Background: an optimization exercise with open tools, aiming at small area, a short achievable clock period and few clock cycles per item. Do not read the settings as production practice.
Only simulation tests tie the RTL to the original design; equivalence was not proved.

## design/flow/design.v

```verilog
module DEC(a, d);
    parameter DATAWIDTH = 8;
    input  [DATAWIDTH-1:0] a;
    output [DATAWIDTH-1:0] d;
    wire [DATAWIDTH:0] bw;
    assign bw[0] = 1'b1;
    genvar i;
    generate
        for (i = 0; i < DATAWIDTH; i = i + 1) begin : b
            assign d[i] = a[i] ^ bw[i];
            assign bw[i+1] = bw[i] & ~a[i];
        end
    endgenerate
endmodule
module INC(a, d);
    parameter DATAWIDTH = 8;
    input  [DATAWIDTH-1:0] a;
    output [DATAWIDTH-1:0] d;
    wire [DATAWIDTH:0] cy;
    assign cy[0] = 1'b1;
    genvar i;
    generate
        for (i = 0; i < DATAWIDTH; i = i + 1) begin : b
            assign d[i] = a[i] ^ cy[i];
            assign cy[i+1] = cy[i] & a[i];
        end
    endgenerate
endmodule
module MOD(R, D, first, rk, dsh, gm1);
    parameter K = 8;
    localparam NG = (64 + K - 1) / K;
    localparam DW = 64 + K - 1;
    localparam SB = (NG > 32) ? 6 : (NG > 16) ? 5 : (NG > 8) ? 4 : (NG > 4) ? 3 : 2;
    input  [63:0]     R;
    input  [DW-1:0]   D;
    input             first;
    output reg [63:0]   rk;
    output reg [DW-1:0] dsh;
    output reg [5:0]    gm1;
    function [5:0] lzg;
        input [63:0] x;
        integer i;
        reg [K*NG-1:0] xe;
        begin
            xe = {x, {(K*NG-64){1'b0}}};
            lzg = NG - 1;
            for (i = NG - 1; i >= 0; i = i - 1)
                if (|xe[K*NG-1-K*i -: K]) lzg = i;
        end
    endfunction
    function [64:0] subge;
        input [63:0] a, b;
        reg [63:0] p, gg, pp;
        integer l, j;
        begin
            p  = a ^ ~b;
            gg = a & ~b;
            gg[0] = gg[0] | p[0];       
            pp = p;
            for (l = 0; l < 6; l = l + 1)
                for (j = (2 << l) - 1; j < 64; j = j + (2 << l)) begin
                    gg[j] = gg[j] | (pp[j] & gg[j - (1 << l)]);
                    pp[j] = pp[j] & pp[j - (1 << l)];
                end
            for (l = 4; l >= 0; l = l - 1)
                for (j = (3 << l) - 1; j < 64; j = j + (2 << l)) begin
                    gg[j] = gg[j] | (pp[j] & gg[j - (1 << l)]);
                    pp[j] = pp[j] & pp[j - (1 << l)];
                end
            subge = {gg[63], p ^ {gg[62:0], 1'b1}};
        end
    endfunction
    reg [6:0]    gw;
    reg [64:0]   t;
    reg [DW-1:0] dv;
    integer i;
    always @* begin
        gw  = {1'b0, lzg(D[63:0])} - {1'b0, lzg(R)};
        gm1 = (first && !gw[6]) ? gw[5:0] : 6'd0;
        dsh = first ? {D[63:0], {(K-1){1'b0}}} : D;
        for (i = 0; i < SB; i = i + 1)
            if (gm1[i]) dsh = dsh << (K << i);
        rk = R;
        for (i = 0; i < K; i = i + 1) begin
            dv = dsh >> i;
            t = subge(rk, dv[63:0]);
            if (t[64] && (dv >> 64) == 0)
                rk = t[63:0];
        end
    end
endmodule
`timescale 1ns / 1ps
module COMP(a, b, gt, lt, eq);
    parameter DATAWIDTH = 2;
    input [DATAWIDTH-1:0] a, b;
    output reg gt, lt, eq;
    always @ (a, b) begin
        gt <= 0; lt <= 0; eq <= 0;
        if(a > b)
            gt <= 1;
        else if(a < b) 
            lt <= 1;
        else 
            eq <= 1;
    end
endmodule
`timescale 1ns / 1ps
module MUX2x1(a, b, sel, d);
    parameter DATAWIDTH = 2;
    input [DATAWIDTH-1:0] a, b;
    input sel;
    output reg [DATAWIDTH-1:0] d;
    always @ (a, b, sel) begin
        if(~sel)
            d <= a;
        else
            d <= b;
    end
endmodule
`timescale 1ns / 1ps
module REG(d, clk, rst, q);
    parameter DATAWIDTH = 16;
    input [DATAWIDTH-1:0] d;
    input clk, rst;
    output reg [DATAWIDTH-1:0] q;
    always @(posedge clk) begin
        if(rst)
            q <= 0;
        else 
            q <= d;
    end
endmodule
module circuit8(a, b, c, zero, clk, rst, start, z, done);
    input [63:0] a, b, c, zero;
    input clk, rst;
    input start;
    output [63:0] z;
    output done;
    localparam K  = 8;                 
    localparam DW = 64 + K - 1;        
    reg         busy, first, done_r;
    reg  [5:0]  cnt;                   
    reg  [63:0] Zr;                    
    reg  [63:0] R;                     
    reg  [63:0] ZR;                    
    reg  [DW-1:0] D;                   
    wire [63:0]   rk;
    wire [DW-1:0] dsh;
    wire [5:0]    gm1;
    MOD #(.K(K)) steps (.R(R), .D(D), .first(first), .rk(rk), .dsh(dsh), .gm1(gm1));
    wire fin = first ? (gm1 == 6'd0) : (cnt == 6'd0);
    wire [63:0] cfin = dsh[K-1 +: 64];
    wire eq = (rk == ZR);
    wire [63:0] am1, cp1;
    DEC #(.DATAWIDTH(64)) dec0 (.a(Zr), .d(am1));
    INC #(.DATAWIDTH(64)) inc0 (.a(cfin), .d(cp1));
    wire [63:0] res = eq ? am1 : cp1;
    always @(posedge clk) begin
        if (start) begin
            Zr <= a;
            R  <= a;
            D  <= {{(K-1){1'b0}}, c};
            ZR <= zero;
        end else begin
            R <= rk;
            D <= dsh >> K;
            if (busy && fin) Zr <= res;
        end
    end
    always @(posedge clk) begin
        if (rst) begin
            busy <= 1'b0;
            done_r <= 1'b0;
            first <= 1'b0;
            cnt <= 6'd0;
        end else if (start) begin
            busy <= 1'b1;
            done_r <= 1'b0;
            first <= 1'b1;
            cnt <= 6'd0;
        end else begin
            first <= 1'b0;
            cnt <= first ? gm1 - 6'd1 : cnt - 6'd1;
            done_r <= busy & fin;
            if (fin) busy <= 1'b0;
        end
    end
    assign z = Zr;
    assign done = done_r;
endmodule
```

## design/flow/run.sh

```bash
#!/bin/bash
# synth_recipe.tcl (not shown) runs the flow's synth.tcl, then flattens the netlist and writes it again
# the make line also repeats each setting of config.mk as NAME=value (left out here)
make -C /OpenROAD-flow-scripts/flow DESIGN_CONFIG=/design/flow/config.mk WORK_HOME=/design/flow/orfs CLKGATE_MAP_FILE= SYNTH_SCRIPT=/design/flow/synth_recipe.tcl finish
```

## design/flow/config.mk

```make
export PLATFORM = sky130hd
export DESIGN_NAME = circuit8
export DESIGN_NICKNAME = circuit8
export VERILOG_FILES = /design/flow/design.v
export SDC_FILE = /design/flow/constraint.sdc
export NUM_CORES = 4
export LEC_CHECK = 0
export CAP_MARGIN = 20
export CORE_MARGIN = 2
export CORE_UTILIZATION = 25
export SETUP_SLACK_MARGIN = 5
export SLEW_MARGIN = 20
```

## design/flow/constraint.sdc

```tcl
create_clock -name core_clock -period 250.0 [get_ports {clk}]
set_input_delay 50.0000 -clock core_clock [delete_from_list [all_inputs] [get_ports {clk}]]
set_output_delay 50.0000 -clock core_clock [all_outputs]
set_load 0.01 [all_outputs]
```

==> flow_metrics.env <==
export IMPL_routedWlPerCell_um=28.4
export IMPL_rsz0062_at_grt="no"
export IMPL_cts_setup_buffers=0
export IMPL_ant_nets=0
export IMPL_required_ns=250.43
export IMPL_maxSlewHeadroom=0.0864
export IMPL_rows=158
export IMPL_cts_resized=0
export IMPL_tightest_slew_ns=1.37
export IMPL_place_gp_congestion=1.07
export IMPL_cts_tree="done"
export IMPL_start_util=0.252
export IMPL_fin_nets=7312
export IMPL_clock_path_buffers=3
export IMPL_io_buffers=259
export IMPL_pre_cts_slack_ns=197.17
export IMPL_grt_overflow=0
export IMPL_critical_path_class="in2reg"
export IMPL_drcViolationCount=0
export IMPL_start_kind="primary input"
export IMPL_synth_top_family_by_area="adder cells"
export IMPL_fin_cells=8677
export IMPL_muxShareOfSynthArea=0.0257
export IMPL_fp_dieH_um=437
export IMPL_cp_end_kind="flop"
export IMPL_grt_start_max_net_pins=136
export IMPL_timing_rr_end="Zr[51]"
export IMPL_antenna_found_initial=20
export IMPL_cts_hold_fix_buffers=0
export IMPL_outcome="finished clean"
export IMPL_routed_wl_um=246000
export IMPL_timing_hold_ws_ns=0.524
export IMPL_worstPathArrival_ns=52.63
export IMPL_clk_pin_slew_ns=0.07
export IMPL_synthXorXnorAreaFrac=0.0621
export IMPL_synth_ff_type="dfxtp_1"
export IMPL_async_reset_ff_frac=0
export IMPL_synth_compound_area_frac=0.244
export IMPL_fmax_ghz=0.0192
export IMPL_yosys_area_share_simple=0.189
export IMPL_area_delta_synth_final_pct=15.1
export IMPL_synth_cell_area_um2=46800
export IMPL_slowest_stage="buf_4"
export IMPL_postLayoutCellArea_um2=53900
export IMPL_synth_seq_cells=265
export IMPL_layout_min_cycle_time_ns=52.20
export IMPL_cpPeakStageDelay_ns=0.81
export IMPL_setup_viol=0
export IMPL_synth_edff_count=128
export IMPL_cts_buffers=31
export IMPL_utilization=0.290
export IMPL_num_fill_cells=19886
export IMPL_finClkSkew_ns=0.0408
export IMPL_firstDrtPassIters=8
export IMPL_fp_dieW_um=437
export IMPL_ys_seq_area_frac=0.141
export IMPL_grt_pass1_vias=46281
export IMPL_grt_pass1_wl_um=340000
export IMPL_slew_violations=0
export IMPL_cts_root_buf="clkbuf_16"
export IMPL_dr_first_iter_drc_count=6470
export IMPL_cts_sinks=265
export IMPL_fin_crit_sh=0.209
export IMPL_routed_via_count=49844
export IMPL_crit_fanout=87
export IMPL_reg2reg_slack_ns=201.88
export IMPL_fin_setup_tns_ns=0
export IMPL_worst_r2r_cell_count=143
export IMPL_yosys_warnings=2
export IMPL_worstHoldStart="busy"
export IMPL_worstReg2RegStart="R[16]"
export IMPL_dpl_hpwl_um=199000
export IMPL_hold_violations=0
export IMPL_io_pins=324
export IMPL_hold_class="reg2reg"
export IMPL_postSynthCellCount=5987
export IMPL_hold_depth=2
export IMPL_synth_nets=7136
export IMPL_fp_dieArea_um2=191000
export IMPL_fp_coreArea_um2=186000
export IMPL_fin_ws_ns=197.80
export IMPL_synth_distinct_cells=99
export IMPL_post_place_cells=8610
export IMPL_drv_cap=0
export IMPL_min_to="busy"
export IMPL_crit_top_cell="buf_4"
export IMPL_via_per_inst=5.74
export IMPL_final_layout_size_suffix_gt1_frac=0.0587
export IMPL_avgSynthCellArea_um2=7.82
export IMPL_place_area_um2=52800
export IMPL_cp_cell_sequence="buf_8, buf_4, buf_4, nand2b_1, o31a_1, o311a_1"
export IMPL_clock_latency_ns=0.68
export IMPL_synth_fa_ha_area_frac=0.279
export IMPL_grt_usage=0.246
export IMPL_htreeDepth=1
==> state kept, by name, summed over array words and instances, names as in the netlist <==
register / flops
done_r: 1
cnt: 6
busy: 1
R: 64
first: 1
ZR: 64
Zr: 64
D: 64
==> worst max-delay path by stage <==
| stage | start | end | cells after the start |
|---|---|---|---|
| 3_5_place_dp | start | Zr[45] | 6 |
| 5_1_grt | start | Zr[41] | 6 |
| 6_report | start | Zr[45] | 6 |
| 2_1_floorplan | start | Zr[0] | 6 |
| 3_3_place_gp | start | Zr[45] | 6 |
| 4_1_cts | start | Zr[45] | 6 |
==> final cells by class <==
cell class | count | area, um^2 | area share
Inverter | 420 | 1580 | 0.0293
Clock buffer | 35 | 865 | 0.0160
Tap cell | 2480 | 3100 | 0.0576
Antenna cell | 9 | 22.5 | 0.000418
Multi-Input combinational cell | 5020 | 37600 | 0.699
Timing Repair Buffer | 425 | 3870 | 0.0718
Clock inverter | 23 | 203 | 0.00376
Sequential cell | 265 | 6590 | 0.122
==> cell families after synthesis <==
group / Yosys count
simple gates: 1871
compound gates: 1812
fa+ha+maj: 890
buf+inv: 702
xor+xnor: 332
flops: 265
mux: 115
==> critical path: cells and delay by family <==
family	cells	cell delay, ns
buf+inv	3	1.69
simple gates	1	0.48
compound gates	2	0.33
==> synth_stat cells (all sizes together) (36+ instances only) <==
master / n / area [um^2]
o21a: 47 / 353
nand3: 111 / 556
clkbuf: 190 / 713
nor2: 475 / 1790
mux2: 41 / 462
nand2b: 72 / 450
a22oi: 56 / 425
o21bai: 51 / 383
a31oi: 86 / 544
buf: 92 / 488
o211ai: 40 / 300
and2: 38 / 238
xnor2: 158 / 1380
nor4: 46 / 318
a211oi: 40 / 318
nor3: 56 / 297
dfxtp: 137 / 2740
ha: 632 / 7910
edfxtp: 128 / 3840
nor2b: 66 / 413
mux2i: 74 / 741
inv: 419 / 1570
xor2: 174 / 1520
o21ai: 448 / 2240
o22ai: 36 / 225
nand4: 141 / 882
fa: 258 / 5160
a21o: 172 / 1290
a21oi: 540 / 2700
nand2: 697 / 2620
==> layout by cell type, fill, tap and decap left out, types with 34 or more instances in the layout <==
cell / synthesis / layout
inv_1: 417 / 416
nand4_1: 141 / 141
dfxtp_1: 137 / 136
nor3_1: 54 / 53
a22oi_1: 55 / 55
xnor2_1: 158 / 158
a31oi_1: 85 / 85
clkbuf_16: 0 / 34
nand2b_1: 72 / 72
edfxtp_1: 128 / 128
nand2_1: 696 / 693
nor4_1: 44 / 42
mux2i_1: 74 / 74
and2_1: 37 / 37
o21bai_1: 51 / 51
o211ai_1: 40 / 40
a21o_1: 172 / 170
o22ai_1: 36 / 36
nor2b_1: 66 / 66
a211oi_1: 38 / 37
nand3_1: 111 / 111
buf_4: 10 / 163
fa_1: 258 / 258
nor2_1: 474 / 467
xor2_1: 174 / 174
ha_1: 632 / 632
mux2_2: 41 / 41
o21a_1: 47 / 44
a21oi_1: 540 / 536
o21ai_0: 442 / 431
clkdlybuf4s50_1: 0 / 258
==> layer usage <==
layer / vias to the layer above / GRT usage / wire [um]
li1: 21952 / - / -
met5: - / 0 / 62
met1: 24289 / 0.321 / 97100
met2: 2972 / 0.361 / 101000
met3: 621 / 0.0641 / 29500
met4: 10 / 0.147 / 18000
Testbench counts, summed over its fixed seeds: cycles 51,579, items 12,000.

-- afterwards: timing with drivers on the ports --
How much do the figures lean on ideal ports? The routed layout below was timed once more, with nothing changed but the port constraints. Step 1 (the two cells are an assumption about what drives the block):
set clk [get_ports {clk}]
set_driving_cell -lib_cell sky130_fd_sc_hd__clkbuf_16 $clk
set_driving_cell -lib_cell sky130_fd_sc_hd__buf_2 [delete_from_list [all_inputs] $clk]
Step 2 moves the port delays by t, midway between the first and last clock arrival at a register: inputs arrive t later, outputs are due t later. That takes back most of the time a late clock gives input paths. Three values: no drivers, after step 1, after step 2; two values: the first two.
t, ns: 0.736
setup slack, ns: 197.800 / 197.825 / 197.089
worst setup path after step 2: input to register
After both steps this run still meets setup and hold. For this run, drivers alone change the setup slack by +0.025 ns; drivers and shift together by -0.711 ns.
